This is an optimization exercise on Yosys and OpenROAD, whose aim is small area, not a production implementation.
At most, simulation tests tie the RTL to the original design; equivalence was not proved.
The clock port is modelled as an ideal driver; clocking choices that lean on that would not hold on a real chip.
Power and IR drop assume default switching activity.

the reference run:
// t1b_ultrasonic
module t1b_ultrasonic(
    input clk_50M, reset, echo_rx,
    output reg trig,
    output op,
    output wire [15:0] distance_out
);
localparam [8:0] R0 = 9'b000010000, R241 = 9'b011001111;
wire rwrap, r204, r241;
reg        meas;             
localparam [10:0] QP = 11'b00000000000;
localparam [8:0]  RP = 9'b011001111;
reg [10:0] qs;
reg [8:0]  rs;
wire [10:0] q = qs ^ QP;
wire [8:0]  r = rs ^ RP;
reg [8:0]  dreg;
wire [8:0] RNEXT = {r[7:0], ~(r[8] ^ r[4])};
assign rwrap = ((r ^ 9'b110001010) & 9'b001111101) == 9'd0;    
assign r204  = ((r ^ 9'b010011011) & 9'b110110100) == 9'd0;    
assign r241  = ((r ^ 9'b011001111) & 9'b100110111) == 9'd0;    
wire qa    = &q[10:4];
wire ew    = qa & q[3] & q[1] & ~q[0];                             
wire rclr  = load | rwrap;
wire cq    = (rwrap & ~ew) | (qa & q[3] & ~q[1] & q[0] & r204);   
wire mwrap = meas & ~q[10] & q[8] & q[7] & q[5] & q[4] & q[3] & q[2] & r241;  
wire load  = echo_rx & (ew | mwrap);
always @(*)
    trig = qa & ((q[3] & ~q[1]) | (~q[3] & q[2] & q[1] & q[0] & rwrap));
assign distance_out = {{7{&dreg[8:6]}}, dreg};
assign op = (dreg <= 9'd70);
always @(posedge clk_50M or negedge reset) begin
    if (!reset) begin
        meas <= 1'b0;
        qs   <= 11'd2039 ^ QP;
        rs   <= R241 ^ RP;
        dreg <= 9'd0;
    end else begin
        meas <= echo_rx & (meas | ew);
        if (meas & ~echo_rx)
            dreg <= q[8:0];
        rs <= (rclr ? R0 : RNEXT) ^ RP;
  ...
Size: ~120 cells after synthesis, about 1400 sq um of cells after synthesis.
Settings: LEC_CHECK=0, CAP_MARGIN=20, CORE_MARGIN=2, CORE_UTILIZATION=40, SLEW_MARGIN=20, POST_FLOORPLAN_TCL=/design/flow/flow/rmp.tcl, BUFFER_PORTS_ARGS=-buffer_cell sky130_fd_sc_hd__buf_1, PRE_CTS_TCL=/design/flow/flow/clkbuf.tcl, CTS_ARGS=-clk_nets clk_50M, CLKBUF_CELL=sky130_fd_sc_hd__clkbuf_8, CLKBUF_N=2, CLKROOT_CELL=sky130_fd_sc_hd__clkbuf_1; clock period 20.0 ns.
standard.sh (not shown) runs the stock make flow with config.mk's settings and CLKGATE_MAP_FILE= SYNTH_SCRIPT=/design/flow/synth_recipe.tcl, a recipe that flattens the netlist after the stock synthesis.
==> flow/flow/run.sh <==
#!/bin/bash
# Standard ORFS flow (the standard.sh, standard synthesis unchanged) with
# three layout settings changed:
#  - after floorplan, the combinational logic is re-mapped for area with
#    OpenROAD's restructure (flow/rmp.tcl); registers are left as synthesized,
#  - port buffers use the smallest buffer (buf_1) instead of clkdlybuf4s50_1,
#  - the clock tree is one root buffer and CLKBUF_N leaf buffers
#    (flow/clkbuf.tcl) instead of TritonCTS's H-tree.
# Every tool's output goes to the ORFS logs; make's output to standard.log.
set -euo pipefail
here=$(pwd)
cat >> config.mk <<EOC
export POST_FLOORPLAN_TCL = $here/flow/rmp.tcl
export BUFFER_PORTS_ARGS = -buffer_cell sky130_fd_sc_hd__buf_1
export PRE_CTS_TCL = $here/flow/clkbuf.tcl
export CTS_ARGS = -clk_nets clk_50M
export CLKBUF_CELL = sky130_fd_sc_hd__clkbuf_8
export CLKBUF_N = 2
export CLKROOT_CELL = sky130_fd_sc_hd__clkbuf_1
EOC
bash standard.sh > standard.log 2>&1
Other scripts of this flow, unchanged in this note and not shown: flow/flow/clkbuf.tcl, flow/flow/libfilter.py, flow/flow/rmp.tcl
The following lists how the trial run was set up differently from the reference run:
Settings: setting GPL_TIMING_DRIVEN to 0 for the first time.
-- flow/flow/run.sh --
<<< the reference run, line 4
#  - after floorplan, the combinational logic is re-mapped for area with
#    OpenROAD's restructure (flow/rmp.tcl); registers are left as synthesized,
#  - port buffers use the smallest buffer (buf_1) instead of clkdlybuf4s50_1,
>>> the trial run, line 4
#  - after floorplan, the combinational logic is re-mapped for area with
#    OpenROAD's restructure (flow/rmp.tcl, with the platform's don't-use
#    cells filtered out of its liberty by flow/libfilter.py); registers are
#    left as synthesized,
#  - port buffers use the smallest buffer (buf_1) instead of clkdlybuf4s50_1,
--- outcome ---
Between the reference run and the trial run, the difference in power share of the combinational group is negligible. In the reports for the reference run and the trial run, the smaller fraction of standard cell area in multi-input logic belongs to the reference run. Lower total wire length after detailed routing among the reference run and the trial run: the trial run. When the trial run is measured against the reference run, its post-route cell area turns out 0.99% lower. Looking at post-DP HPWL, the trial run sits 110 microns lower than the reference run does. Between the reference run and the trial run, the share of the clock period used by the worst path after layout does not differ in any meaningful way. In the reports for the reference run and the trial run, the smaller number of cell instances on the worst register-to-register path belongs to the trial run.

* * *

Setup of alpha:
t1b_ultrasonic, a different RTL version from the one above (not shown whole).
Size in the first run: about 120 cells after synthesis, ~30 flip-flops.
Settings: LEC_CHECK=0, CAP_MARGIN=20, CORE_MARGIN=2, CORE_UTILIZATION=40, SLEW_MARGIN=20, POST_FLOORPLAN_TCL=/design/flow/flow/rmp.tcl, BUFFER_PORTS_ARGS=-buffer_cell sky130_fd_sc_hd__buf_1, PRE_CTS_TCL=/design/flow/flow/clkbuf.tcl, CTS_ARGS=-clk_nets clk_50M, CLKBUF_CELL=sky130_fd_sc_hd__clkbuf_8, CLKBUF_N=2, CLKROOT_CELL=sky130_fd_sc_hd__clkbuf_1; clock period 20.0 ns.
==> flow/flow/run.sh <==
#!/bin/bash
# Standard ORFS flow (the standard.sh, standard synthesis unchanged) with
# three layout settings changed:
#  - after floorplan, the combinational logic is re-mapped for area with
#    OpenROAD's restructure (flow/rmp.tcl); registers are left as synthesized,
#  - port buffers use the smallest buffer (buf_1) instead of clkdlybuf4s50_1,
#  - the clock tree is one root buffer and CLKBUF_N leaf buffers
#    (flow/clkbuf.tcl) instead of TritonCTS's H-tree.
# Every tool's output goes to the ORFS logs; make's output to standard.log.
set -euo pipefail
here=$(pwd)
cat >> config.mk <<EOC
export POST_FLOORPLAN_TCL = $here/flow/rmp.tcl
export BUFFER_PORTS_ARGS = -buffer_cell sky130_fd_sc_hd__buf_1
export PRE_CTS_TCL = $here/flow/clkbuf.tcl
export CTS_ARGS = -clk_nets clk_50M
export CLKBUF_CELL = sky130_fd_sc_hd__clkbuf_8
export CLKBUF_N = 2
export CLKROOT_CELL = sky130_fd_sc_hd__clkbuf_1
EOC
bash standard.sh > standard.log 2>&1
==> flow/flow/clkbuf.tcl <==
# Pre-CTS hook: a two-level clock tree sized for this small design, in place
# of TritonCTS's H-tree. The clock port drives one root buffer (CLKROOT_CELL),
# which drives CLKBUF_N leaf buffers (CLKBUF_CELL); the register clock pins
# are split into CLKBUF_N groups of nearly equal size by x position, and each
# leaf buffer sits at its group's centroid. CTS then runs with
# -clk_nets clk_50M, sees a single sink and leaves the tree as it is.
set cell  $::env(CLKBUF_CELL)
set nbuf  $::env(CLKBUF_N)
set block [ord::get_db_block]
set clknet [$block findNet clk_50M]
set master [[ord::get_db] findMaster $cell]
set rootm  [[ord::get_db] findMaster $::env(CLKROOT_CELL)]
set sinks {}
foreach it [$clknet getITerms] {
  set bb [[$it getInst] getBBox]
  lappend sinks [list $it [expr {([$bb xMin] + [$bb xMax]) / 2}] [expr {([$bb yMin] + [$bb yMax]) / 2}]]
}
set sinks [lsort -integer -index 1 $sinks]
set n [llength $sinks]
set root [odb::dbInst_create $block $rootm clkbuf_root]
set rootnet [odb::dbNet_create $block clknet_root]
$rootnet setSigType CLOCK
[$root findITerm A] connect $clknet
[$root findITerm X] connect $rootnet
set rx 0; set ry 0
for {set g 0} {$g < $nbuf} {incr g} {
  set lo [expr {$g * $n / $nbuf}]
  set hi [expr {($g + 1) * $n / $nbuf - 1}]
  set inst [odb::dbInst_create $block $master clkbuf_leaf_$g]
  set net [odb::dbNet_create $block clknet_leaf_$g]
  $net setSigType CLOCK
  set sx 0; set sy 0; set k 0
  foreach s [lrange $sinks $lo $hi] {
    lassign $s it x y
    $it disconnect
    $it connect $net
    set sx [expr {$sx + $x}]; set sy [expr {$sy + $y}]; incr k
  }
  [$inst findITerm A] connect $rootnet
  [$inst findITerm X] connect $net
  $inst setLocation [expr {$sx / $k}] [expr {$sy / $k}]
  $inst setPlacementStatus PLACED
  set rx [expr {$rx + $sx / $k}]; set ry [expr {$ry + $sy / $k}]
  puts "clkbuf.tcl: clkbuf_leaf_$g ($cell) drives $k sinks"
}
$root setLocation [expr {$rx / $nbuf}] [expr {$ry / $nbuf}]
$root setPlacementStatus PLACED
detailed_placement
Other scripts of this flow, unchanged in this note and not shown: flow/flow/rmp.tcl
### alpha -> beta
# alpha
export LEC_CHECK = 0
export CAP_MARGIN = 20
export CORE_MARGIN = 2
export CORE_UTILIZATION = 40
export SLEW_MARGIN = 20
export POST_FLOORPLAN_TCL = /design/flow/flow/rmp.tcl
export BUFFER_PORTS_ARGS = -buffer_cell sky130_fd_sc_hd__buf_1
export PRE_CTS_TCL = /design/flow/flow/clkbuf.tcl
export CTS_ARGS = -clk_nets clk_50M
export CLKBUF_CELL = sky130_fd_sc_hd__clkbuf_8
export CLKBUF_N = 2
export CLKROOT_CELL = sky130_fd_sc_hd__clkbuf_1
create_clock -name core_clock -period 20.0 [get_ports {clk_50M}]
# beta
export LEC_CHECK = 0
export CAP_MARGIN = 20
export CORE_MARGIN = 2
export CORE_UTILIZATION = 40
export SLEW_MARGIN = 20
export POST_FLOORPLAN_TCL = /design/flow/flow/rmp.tcl
export BUFFER_PORTS_ARGS = -buffer_cell sky130_fd_sc_hd__buf_1
export PRE_CTS_TCL = /design/flow/flow/clkbuf.tcl
export CTS_ARGS = -clk_nets clk_50M
export CLKBUF_CELL = sky130_fd_sc_hd__clkbuf_4
export CLKBUF_N = 3
export CLKROOT_CELL = sky130_fd_sc_hd__clkbuf_1
create_clock -name core_clock -period 20.0 [get_ports {clk_50M}]
diff --git a/flow/flow/run.sh b/flow/flow/run.sh
--- a/flow/flow/run.sh
+++ b/flow/flow/run.sh
@@ -16,4 +16,4 @@
 export CTS_ARGS = -clk_nets clk_50M
-export CLKBUF_CELL = sky130_fd_sc_hd__clkbuf_8
-export CLKBUF_N = 2
+export CLKBUF_CELL = sky130_fd_sc_hd__clkbuf_4
+export CLKBUF_N = 3
 export CLKROOT_CELL = sky130_fd_sc_hd__clkbuf_1
### Flow results
beta: flow completed, timing, DRC and antenna clean. Looking at sequential share of power, beta sits 1.1 points above alpha. Share of the final layout cell area in sequential cells was higher in the run labelled beta. alpha has a lower wire length per cell after detailed routing than beta.

* * *

Another version of the RTL of t1b_ultrasonic (not shown whole).
Size in the first run: ~140 cells after synthesis.
## t1b_ultrasonic
module t1b_ultrasonic(
    input clk_50M, reset, echo_rx,
    output reg trig,
    output op,
    output wire [15:0] distance_out
);
localparam [8:0] R0 = 9'b100000100, R242 = 9'b100001100;
wire rwrap, r204, r241;
reg        started;          
reg        meas;             
reg [10:0] q;
reg [8:0]  rs;                 
wire [8:0] r = rs ^ R0;
reg [8:0]  dreg;
wire [8:0] RNEXT = {r[7:0], ~(r[8] ^ r[4])};
assign rwrap = ((r ^ 9'b011101100) & 9'b011111101) == 9'd0;    
assign r204  = ((r ^ 9'b111010001) & 9'b110100111) == 9'd0;    
assign r241  = ((r ^ 9'b110000110) & 9'b111100011) == 9'd0;    
wire qa    = &q[10:4];
wire ew    = qa & q[3] & q[1] & ~q[0];                             
wire rclr  = load | rwrap;
wire cq    = (rwrap & ~ew) | (qa & q[3] & ~q[1] & q[0] & r204);   
wire mwrap = meas & ~q[10] & q[8] & q[7] & q[5] & q[4] & q[3] & q[2] & r241;  
wire load  = echo_rx & (ew | mwrap);
always @(*)
    trig = started & qa & ((q[3] & ~q[1]) | (~q[3] & q[2] & q[1] & q[0] & rwrap));
assign distance_out = {{7{&dreg[8:6]}}, dreg};
assign op = (dreg <= 9'd70);
always @(posedge clk_50M or negedge reset) begin
    if (!reset) begin
        started <= 1'b0;
        dreg    <= 9'd0;
    end else begin
        started <= 1'b1;
        if (started & meas & ~echo_rx)
            dreg <= q[8:0];
    end
end
wire setq = load | ~started;
wire [8:0] rs_next = (rclr ? R0 : RNEXT) ^ R0;
always @(posedge clk_50M) begin
    meas <= started & echo_rx & (meas | ew);
    rs   <= ~started ? (R242 ^ R0) : rs_next;
    q    <= ((q + {10'd0, cq}) | {11{setq}}) & {7'h7f, started, 3'b111};
end
endmodule
clock: 20.0 ns
lec_check: 0
cap_margin: 20
core_margin: 2
core_utilization: 40
gpl_timing_driven: 0
slew_margin: 20
post_floorplan_tcl: /design/flow/flow/rmp.tcl
buffer_ports_args: -buffer_cell sky130_fd_sc_hd__buf_1
pre_cts_tcl: /design/flow/flow/clkbuf.tcl
cts_args: -clk_nets clk_50M
clkbuf_cell: sky130_fd_sc_hd__clkbuf_8
clkbuf_n: 2
clkroot_cell: sky130_fd_sc_hd__clkbuf_1
==> flow/flow/run.sh <==
#!/bin/bash
# Standard ORFS flow (the standard.sh, standard synthesis unchanged) with
# three layout settings changed:
#  - after floorplan, the combinational logic is re-mapped for area with
#    OpenROAD's restructure (flow/rmp.tcl, with the platform's don't-use
#    cells filtered out of its liberty by flow/libfilter.py); registers are
#    left as synthesized,
#  - port buffers use the smallest buffer (buf_1) instead of clkdlybuf4s50_1,
#  - the clock tree is one root buffer and CLKBUF_N leaf buffers
#    (flow/clkbuf.tcl) instead of TritonCTS's H-tree.
# Every tool's output goes to the ORFS logs; make's output to standard.log.
set -euo pipefail
here=$(pwd)
cat >> config.mk <<EOC
export POST_FLOORPLAN_TCL = $here/flow/rmp.tcl
export BUFFER_PORTS_ARGS = -buffer_cell sky130_fd_sc_hd__buf_1
export PRE_CTS_TCL = $here/flow/clkbuf.tcl
export CTS_ARGS = -clk_nets clk_50M
export CLKBUF_CELL = sky130_fd_sc_hd__clkbuf_8
export CLKBUF_N = 2
export CLKROOT_CELL = sky130_fd_sc_hd__clkbuf_1
EOC
bash standard.sh > standard.log 2>&1
==> flow/flow/rmp.tcl <==
# Post-floorplan hook: area recovery on the combinational logic. Removes the
# buffers that synthesis inserted and re-maps the logic between registers and
# ports for area with OpenROAD's restructure (ABC). Registers are untouched.
# restructure maps to any cell of the liberty file it is given, so it gets a
# copy without the platform's don't-use cells (flow/libfilter.py).
set rmp_lib $::env(OBJECTS_DIR)/restructure.lib
exec python3 [file dirname [info script]]/libfilter.py \
  [lindex $::env(LIB_FILES) 0] $rmp_lib $::env(DONT_USE_CELLS)
remove_buffers
restructure -target area \
  -liberty_file $rmp_lib \
  -tielo_port sky130_fd_sc_hd__conb_1/LO -tiehi_port sky130_fd_sc_hd__conb_1/HI \
  -work_dir $::env(OBJECTS_DIR) -abc_logfile $::env(LOG_DIR)/2_1_restructure_abc.log
report_design_area
# restructure can leave tie cells whose outputs drive nothing; remove them
set block [ord::get_db_block]
foreach inst [$block getInsts] {
  if {[[$inst getMaster] getName] ne "sky130_fd_sc_hd__conb_1"} { continue }
  set used 0
  foreach it [$inst getITerms] {
    if {![$it isOutputSignal]} { continue }
    set n [$it getNet]
    if {$n eq "NULL"} { continue }
    if {[llength [$n getITerms]] > 1 || [llength [$n getBTerms]] > 0} { set used 1 }
  }
  if {$used} { continue }
  foreach it [$inst getITerms] {
    set n [$it getNet]
    if {$n eq "NULL"} { continue }
    $it disconnect
    if {[llength [$n getITerms]] == 0 && [llength [$n getBTerms]] == 0} { odb::dbNet_destroy $n }
  }
  puts "rmp.tcl: removed unused tie cell [$inst getName]"
  odb::dbInst_destroy $inst
}
report_design_area
Scripts as last shown in full above: flow/flow/clkbuf.tcl
Other scripts of this flow, unchanged in this note and not shown: flow/flow/libfilter.py
Change:
==> flow/flow/rmp.tcl (replaced) <==
# Post-floorplan hook: area recovery on the combinational logic. Removes the
# buffers that synthesis inserted and re-maps the logic between registers and
# ports for area with OpenROAD's restructure (ABC). Registers are untouched.
# restructure maps to any cell of the liberty file it is given, so it gets a
# copy without the platform's don't-use cells (flow/libfilter.py).
set rmp_lib $::env(OBJECTS_DIR)/restructure.lib
exec python3 [file dirname [info script]]/libfilter.py \
  [lindex $::env(LIB_FILES) 0] $rmp_lib $::env(DONT_USE_CELLS)
remove_buffers
restructure -target area \
  -liberty_file $rmp_lib \
  -tielo_port sky130_fd_sc_hd__conb_1/LO -tiehi_port sky130_fd_sc_hd__conb_1/HI \
  -work_dir $::env(OBJECTS_DIR) -abc_logfile $::env(LOG_DIR)/2_1_restructure_abc.log
report_design_area
Combinational power stays flat. Sequential share of layout area shrinks by 0.14 points. Routed wire length grows slightly. Clock skew is about the same. Register-to-register slack gets better by 40 ps. Clock power hardly moves. Die area stays the same. Sequential cell count stays the same. Sequential power is about the same. Worst setup slack gets worse by 32 ps. Area after synthesis is unchanged.
Function was not checked in any run of this note: the RTL went through the layout flow alone.

[afterwards: timing with drivers on the ports]
No port has a modelled driver above. Below, the same layouts with a new extraction and two added sets of constraints. Step 1 sets driving cells, clkbuf_16 on the clock port and buf_2 on the other inputs (assumed; they add their load-dependent delay and slew). Step 2 times the ports against the registers' clock, not the clock port: input delays grow and output delays shrink by t, the midpoint of the rising clock arrivals with the driver on. a / b / c = no drivers / after step 1 / after step 2; a / b = the first two.
run	t, ns	slack for setup (ns)	worst setup path after step 2	worst register clock-pin slew, ns
the reference run	0.386	13.401 / 13.380 / 13.766	register to output	0.09 / 0.09
the trial run	0.371	13.407 / 13.387 / 13.758	register to output	0.09 / 0.09
alpha	0.372	13.600 / 13.579 / 13.951	register to output	0.09 / 0.09
beta	0.402	13.553 / 13.532 / 13.934	register to output	0.11 / 0.11
the first run of note 3	0.355	13.323 / 13.301 / 13.656	register to output	0.10 / 0.10
the second run of note 3	0.362	13.291 / 13.269 / 13.632	register to output	0.10 / 0.10
After both steps every run listed still meets setup and hold.
